From an optimization exercise on the open Yosys and OpenROAD flow, aimed at small area; shortcuts taken in it are not production practice. In this exercise RTL edits were held to simulation tests only and were not proved equivalent to the original. Power and IR drop assume default switching activity.

Setup of juniper:
==> flow/design.v (excerpt) <==
module pipes (clk, rst, imem_addr, imem_data, dmem_addr, dmem_we, dmem_wdata, dmem_rdata);
	input clk;
	input rst;
	output [5:0] imem_addr;
	input [31:0] imem_data;
	output [10:0] dmem_addr;
	output dmem_we;
	output [15:0] dmem_wdata;
	input [15:0] dmem_rdata;
	reg [6:0]  pc;           
	reg [31:0] ir;           
	reg        ir_src;       
	reg [4:0]  ex_rt;
	reg [15:0] ex_imm;       
	reg [31:0] ex_an, ex_bn;  
	reg        ex_we;        
	reg        ex_st;        
	reg        ex_m2r;       
	reg [1:0]  ex_aluop;
	reg        ex_rdst;      
	reg [31:0] me_alu;
	reg [15:0] me_wd;
	reg [4:0]  me_dst;
	reg        me_we, me_st, me_m2r;
	reg [31:0] wb_val;
	reg [4:0]  wb_dst;
	reg        wb_we;
	reg        wb_keep;      
	wire [5:0] op = ir[31:26];
	wire [4:0] rs = ir[25:21];
	wire [4:0] rt = ir[20:16];
	wire [4:0] rd = ir[15:11];
	wire d_bne  = ~op[5] & op[0];
	wire d_jmp  = ~op[5] & (op[1] | op[3]);           
	wire d_jr   = ~op[5] & op[3];
	wire d_st   = op[3] & op[0];
	wire [5:0] iop = imem_data[31:26];
	wire i_src = (iop[1] & (iop[0] | ~iop[5])) | (~iop[5] & iop[3]);  
	wire d_rdst = ~(op[0] & (op[1] | ~op[5]));        
	wire d_wr   = op[5] ? ~(op[3] & op[0]) : ~(op[1] | op[3]);
	wire d_m2r  = op[0] & (op[1] | ~op[5]);           
	wire d_alu1 = op[5] ? ~(op[1] & op[0]) : ~(op[1] | op[0]);  
	wire [4:0] d_dst = d_rdst ? rd : rt;
	wire [31:0] rf_a, rf_b;
	wire [31:0] rf_q [0:31];
	assign rf_q[0] = 32'b0;
	genvar gi;
	generate
		for (gi = 1; gi < 32; gi = gi + 1) begin: rfr
			reg [31:0] q;
			wire wen  = wb_we & (wb_dst == gi);
			wire keep = wb_keep | (wb_dst != gi);
			always @(posedge clk)
				q <= (q & {32{keep}}) | (wb_val & {32{wen}});
			assign rf_q[gi] = q;
		end
	endgenerate
	wire [31:0] sel_a, sel_b;
	generate
		for (gi = 0; gi < 32; gi = gi + 1) begin: rfdec
			assign sel_a[gi] = (rs == gi);
			assign sel_b[gi] = (rt == gi);
		end
	endgenerate
	wire [31:0] ga [0:10];
	wire [31:0] gb [0:10];
	genvar gk;
	generate
		for (gi = 0; gi < 10; gi = gi + 1) begin: grp
			for (gk = 0; gk < 32; gk = gk + 1) begin: bit_
				aoi222 ua (.y(ga[gi][gk]),
					.a(rf_q[3*gi+1][gk]), .sa(sel_a[3*gi+1]),
					.b(rf_q[3*gi+2][gk]), .sb(sel_a[3*gi+2]),
  ...
export LEC_CHECK = 0
export CAP_MARGIN = 20
export CORE_MARGIN = 2
export CORE_UTILIZATION = 40
export CTS_CLUSTER_DIAMETER = 80
export CTS_CLUSTER_SIZE = 25
export PLACE_DENSITY = 0.6
export SLEW_MARGIN = 20
export SYNTH_HIERARCHICAL = 1
export SYNTH_MINIMUM_KEEP_SIZE = 0
create_clock -name core_clock -period 9.0 [get_ports {clk}]
standard.sh (not shown) runs the stock make flow with config.mk's settings and CLKGATE_MAP_FILE= SYNTH_SCRIPT=/design/flow/synth_recipe.tcl, a recipe that flattens the netlist after the stock synthesis.
==> flow/flow/run.sh <==
#!/bin/bash
# The standard layout, with these changes: the clock tree gets no dummy
# loads (and larger leaf clusters), the port buffers are buf_1 cells, gates
# off the critical paths are sized down after global routing (RECOVER_POWER),
# and max slew and capacitance are repaired again after that (post_grt.tcl).
# The full make output goes to flow_make.log in this folder; each ORFS step
# also writes its own log under orfs/logs.
set -euo pipefail
here=$(pwd)
bash standard.sh \
  "CTS_ARGS=-sink_clustering_enable -repair_clock_nets -dont_use_dummy_load -sink_clustering_size 25 -sink_clustering_max_diameter 80" \
  "BUFFER_PORTS_ARGS=-buffer_cell sky130_fd_sc_hd__buf_1" \
  "RECOVER_POWER=100" \
  "POST_GLOBAL_ROUTE_TCL=$here/flow/post_grt.tcl" \
  finish > flow_make.log 2>&1
==> flow/flow/post_grt.tcl <==
# Runs at the end of ORFS's global route step (POST_GLOBAL_ROUTE_TCL), after
# the power recovery that RECOVER_POWER turns on: that recovery sizes gates
# down without regard to max slew or capacitance, so repair those again, with
# the same margins as the rest of the flow, and reroute the nets it touched.
estimate_parasitics -global_routing
repair_design_helper
global_route -start_incremental
detailed_placement
global_route -end_incremental \
  -congestion_report_file $::env(REPORTS_DIR)/congestion_post_grt_hook.rpt
estimate_parasitics -global_routing
report_check_types -max_slew -max_capacitance -violators
write_guides $::env(RESULTS_DIR)/route.guide
The following lists how harbor was set up differently from juniper:
==> flow/flow/run.sh <==
#!/bin/bash
# The standard layout, with three changes: the clock tree gets no dummy
# loads (and larger leaf clusters), the port buffers are buf_1 cells, and
# after global routing gates off the critical paths are sized down
# (RECOVER_POWER). The full make output goes to flow_make.log in this
# folder; each ORFS step also writes its own log under orfs/logs.
set -euo pipefail
bash standard.sh \
  "CTS_ARGS=-sink_clustering_enable -repair_clock_nets -dont_use_dummy_load -sink_clustering_size 25 -sink_clustering_max_diameter 80" \
  "BUFFER_PORTS_ARGS=-buffer_cell sky130_fd_sc_hd__buf_1" \
  "RECOVER_POWER=100" \
  finish > flow_make.log 2>&1
removed: flow/flow/post_grt.tcl
## What came out
CTS buffer count: juniper vs harbor, no meaningful difference
The final report for harbor shows a completed flow and a layout that fails verification, specifically capacitance limit, slew limit.
Global-route wire length before repair came out exactly the same in juniper and harbor.
[harbor vs juniper] post-route clock period utilization: higher in harbor
The standard cells in harbor occupy less silicon area than those in juniper do.
Taking juniper as the reference, in harbor internal power contribution comparable, final non-filler cell total decreased 33, number of flip-flops and latches level.

---

job 101:
pipes, a different RTL version from the one above (not shown whole).
Size in the first run: about 84 I/O pins, ~52000 sq um of cells after synthesis.
Settings: LEC_CHECK=0, CAP_MARGIN=20, CORE_MARGIN=2, CORE_UTILIZATION=40, CTS_CLUSTER_DIAMETER=80, CTS_CLUSTER_SIZE=25, PLACE_DENSITY=0.6, SLEW_MARGIN=20, SYNTH_HIERARCHICAL=1, SYNTH_MINIMUM_KEEP_SIZE=0; clock period 9.0 ns.
run.sh (not shown) runs the stock make flow with config.mk's settings and CLKGATE_MAP_FILE= SYNTH_SCRIPT=/design/flow/synth_recipe.tcl, a recipe that flattens the netlist after the stock synthesis.
Stock flow here: none of the scripts above is used.
In summary, job 101 completed successfully, with a layout that passed the timing, design-rule and antenna checks.
--- input diff job 101..job 102 ---
==> flow/flow/run.sh (new file) <==
#!/bin/bash
# The standard layout, with two changes: the clock tree gets no dummy
# loads (and larger leaf clusters), and the port buffers are buf_1 cells.
# The full make output goes to flow_make.log in this folder; each ORFS step
# also writes its own log under orfs/logs.
set -euo pipefail
bash standard.sh \
  "CTS_ARGS=-sink_clustering_enable -repair_clock_nets -dont_use_dummy_load -sink_clustering_size 25 -sink_clustering_max_diameter 80" \
  "BUFFER_PORTS_ARGS=-buffer_cell sky130_fd_sc_hd__buf_1" \
  finish > flow_make.log 2>&1
==> flow/standard.sh (new file) <==
#!/bin/bash
# synth_recipe.tcl (not shown) runs the flow's synth.tcl, then flattens the netlist and writes it again
# the make line also repeats each setting of config.mk as NAME=value (left out here)
make -C /OpenROAD-flow-scripts/flow DESIGN_CONFIG=/design/flow/config.mk WORK_HOME=/design/flow/orfs CLKGATE_MAP_FILE= SYNTH_SCRIPT=/design/flow/synth_recipe.tcl "${@:-finish}"
removed: flow/run.sh
## What came out
Re synthesized area per cell: no difference whatsoever between job 101 and job 102. Standard cell with the maximum stage delay on the critical path: sky130_fd_sc_hd__a21o_2 -> job 101, sky130_fd_sc_hd__buf_4 -> job 102. Worst-case vdd ir drop, job 102 vs job 101: down by a little under 10%. In terms of count of nets after finishing, job 101 and job 102 differ only marginally. Job 102 ended up with fewer standard cells than job 101. Between job 102 and job 101, the growth of design area from synthesis to finish is higher for job 101. Of job 102 and job 101, it is job 102 that has the lower final cell utilization of the core. Compared with job 101, job 102 shows delay of the slowest critical-path stage lower by 0.18 ns.

---

## the baseline
Another version of the RTL of pipes (not shown whole).
Size in the first run: ~5,700 cells after synthesis, ~1,200 flip-flops, ~84 I/O pins, about 54,000 um^2 of cells after synthesis.
clock: 9.0 ns
lec_check: 0
cap_margin: 10
core_margin: 2
core_utilization: 40
cts_cluster_diameter: 80
cts_cluster_size: 25
place_density: 0.6
slew_margin: 10
Stock flow here: none of the scripts above is used.
Although the baseline finished all stages, its layout failed final checks on capacitance limit, slew limit.
#### Input delta (the candidate over the baseline)
- swapping 10 for 20 in CAP_MARGIN
- swapping 10 for 20 in SLEW_MARGIN
- clearing CTS_CLUSTER_DIAMETER, which used to be 80
- clearing CTS_CLUSTER_SIZE, which used to be 25
Notes after the runs:
Compared with the baseline, in the candidate final non-filler cell area rose 4.3%; via count saw an increase; global routing met1 resource utilization went up 0.15 points; static power due to leakage increased by 5.2% relative to the old numbers; routed wire length grew by about 0.5%.
Note that the clock buffer count recorded for the candidate amounts to 2.9 times the value seen in the baseline.
The candidate | stages: all done | timing, DRC, antenna: all pass

---

pipes with an RTL version that a note above also has.
Size in the first run: roughly 4700 cells after synthesis, ~84 I/O pins, about 51000 um^2 of cells after synthesis.
==> flow/design.v (excerpt) <==
module pipes (clk, rst, imem_addr, imem_data, dmem_addr, dmem_we, dmem_wdata, dmem_rdata);
	input clk;
	input rst;
	output [5:0] imem_addr;
	input [31:0] imem_data;
	output [10:0] dmem_addr;
	output dmem_we;
	output [15:0] dmem_wdata;
	input [15:0] dmem_rdata;
	reg [6:0]  pc;           
	reg [31:0] ir;           
	reg        ir_src;       
	reg [4:0]  ex_rt;
	reg [15:0] ex_imm;       
	reg [31:0] ex_an, ex_bn;  
	reg        ex_we;        
	reg        ex_st;        
	reg        ex_m2r;       
	reg [1:0]  ex_aluop;
	reg        ex_rdst;      
	reg [31:0] me_alu;
	reg [15:0] me_wd;
	reg [4:0]  me_dst;
	reg        me_we, me_st, me_m2r;
	reg [31:0] wb_val;
	reg [4:0]  wb_dst;
	reg        wb_we;
	reg        wb_keep;      
	wire [5:0] op = ir[31:26];
	wire [4:0] rs = ir[25:21];
	wire [4:0] rt = ir[20:16];
	wire [4:0] rd = ir[15:11];
	wire d_bne  = ~op[5] & op[0];
  ...
export LEC_CHECK = 0
export CAP_MARGIN = 20
export CORE_MARGIN = 2
export CORE_UTILIZATION = 45
export CTS_CLUSTER_DIAMETER = 80
export CTS_CLUSTER_SIZE = 25
export PLACE_DENSITY = 0.62
export SLEW_MARGIN = 20
export SYNTH_HIERARCHICAL = 1
export SYNTH_MINIMUM_KEEP_SIZE = 0
create_clock -name core_clock -period 9.0 [get_ports {clk}]
standard.sh (not shown) runs the stock make flow with config.mk's settings and CLKGATE_MAP_FILE= SYNTH_SCRIPT=/design/flow/synth_recipe.tcl, a recipe that flattens the netlist after the stock synthesis.
==> flow/flow/run.sh <==
#!/bin/bash
# The standard layout, with three changes: the clock tree gets no dummy
# loads (and larger leaf clusters), the port buffers are buf_1 cells, and
# after global routing gates off the critical paths are sized down
# (RECOVER_POWER). The full make output goes to flow_make.log in this
# folder; each ORFS step also writes its own log under orfs/logs.
set -euo pipefail
bash standard.sh \
  "CTS_ARGS=-sink_clustering_enable -repair_clock_nets -dont_use_dummy_load -sink_clustering_size 25 -sink_clustering_max_diameter 80" \
  "BUFFER_PORTS_ARGS=-buffer_cell sky130_fd_sc_hd__buf_1" \
  "RECOVER_POWER=100" \
  finish > flow_make.log 2>&1
The first run finished but failed the layout checks on capacitance limit, slew limit.
Then changed:
==> flow/flow/run.sh (replaced) <==
#!/bin/bash
# The standard layout, with two changes: the clock tree gets no dummy
# loads (and larger leaf clusters), and the port buffers are buf_1 cells.
# The full make output goes to flow_make.log in this folder; each ORFS step
# also writes its own log under orfs/logs.
set -euo pipefail
bash standard.sh \
  "CTS_ARGS=-sink_clustering_enable -repair_clock_nets -dont_use_dummy_load -sink_clustering_size 25 -sink_clustering_max_diameter 80" \
  "BUFFER_PORTS_ARGS=-buffer_cell sky130_fd_sc_hd__buf_1" \
  finish > flow_make.log 2>&1
--- a/flow/config.mk
+++ b/flow/config.mk
@@ -10 +10 @@
-export CORE_UTILIZATION = 45
+export CORE_UTILIZATION = 40
@@ -13 +13 @@
-export PLACE_DENSITY = 0.62
+export PLACE_DENSITY = 0.6
=> This time the run produced a clean layout. Clock skew is about the same. Via count is higher by 0.85%. Worst setup slack improves by 0.79 ns. Die area rises by 12%. First-iteration DRC count increases by 4.1%. Global-route usage went down by 3.7 points. Sequential cell count stays the same. Register-to-register slack is better by 0.48 ns.

[static timing again, ports no longer ideal]
The results above use ideal ports. As a check the final layouts listed here were re-extracted and re-timed, cells and wires unchanged. Step 1 (the two cells are an assumption about what drives the block):
set clk [get_ports {clk}]
set_driving_cell -lib_cell sky130_fd_sc_hd__clkbuf_16 $clk
set_driving_cell -lib_cell sky130_fd_sc_hd__buf_2 [delete_from_list [all_inputs] $clk]
Step 2 times the ports against the registers' clock, not the clock port: input delays grow and output delays shrink by t, the midpoint of the rising clock arrivals with the driver on. a / b / c = ideal ports / drivers / drivers and shift; a / b = the first two.
run | shift t [ns] | setup slack, ns | hold slack, ns | worst register clock-pin slew, ns | cell pins on the clock port's net
juniper | 0.774 | 1.169 / 1.094 / 1.868 | 0.334 / 0.334 / 0.334 | 0.11 / 0.11 | 1
harbor | 0.774 | 0.549 / 0.473 / 1.248 | 0.334 / 0.334 / 0.334 | 0.11 / 0.11 | 1
job 101 | 0.794 | 0.841 / 0.767 / 1.561 | 0.335 / 0.335 / 0.335 | 0.11 / 0.11 | 1
job 102 | 0.765 | 1.195 / 1.114 / 1.880 | 0.340 / 0.340 / 0.340 | 0.10 / 0.10 | 1
the baseline | 0.857 | 0.395 / 0.313 / 1.170 | 0.334 / 0.334 / 0.334 | 0.11 / 0.11 | 1
the candidate | 0.855 | 0.398 / 0.318 / 1.173 | 0.327 / 0.327 / 0.327 | 0.07 / 0.07 | 1
the first run of note 4 | 0.786 | 0.719 / 0.648 / 1.434 | 0.334 / 0.334 / 0.334 | 0.11 / 0.11 | 1
the second run of note 4 | 0.778 | 1.507 / 1.432 / 2.211 | 0.334 / 0.334 / 0.334 | 0.11 / 0.11 | 1
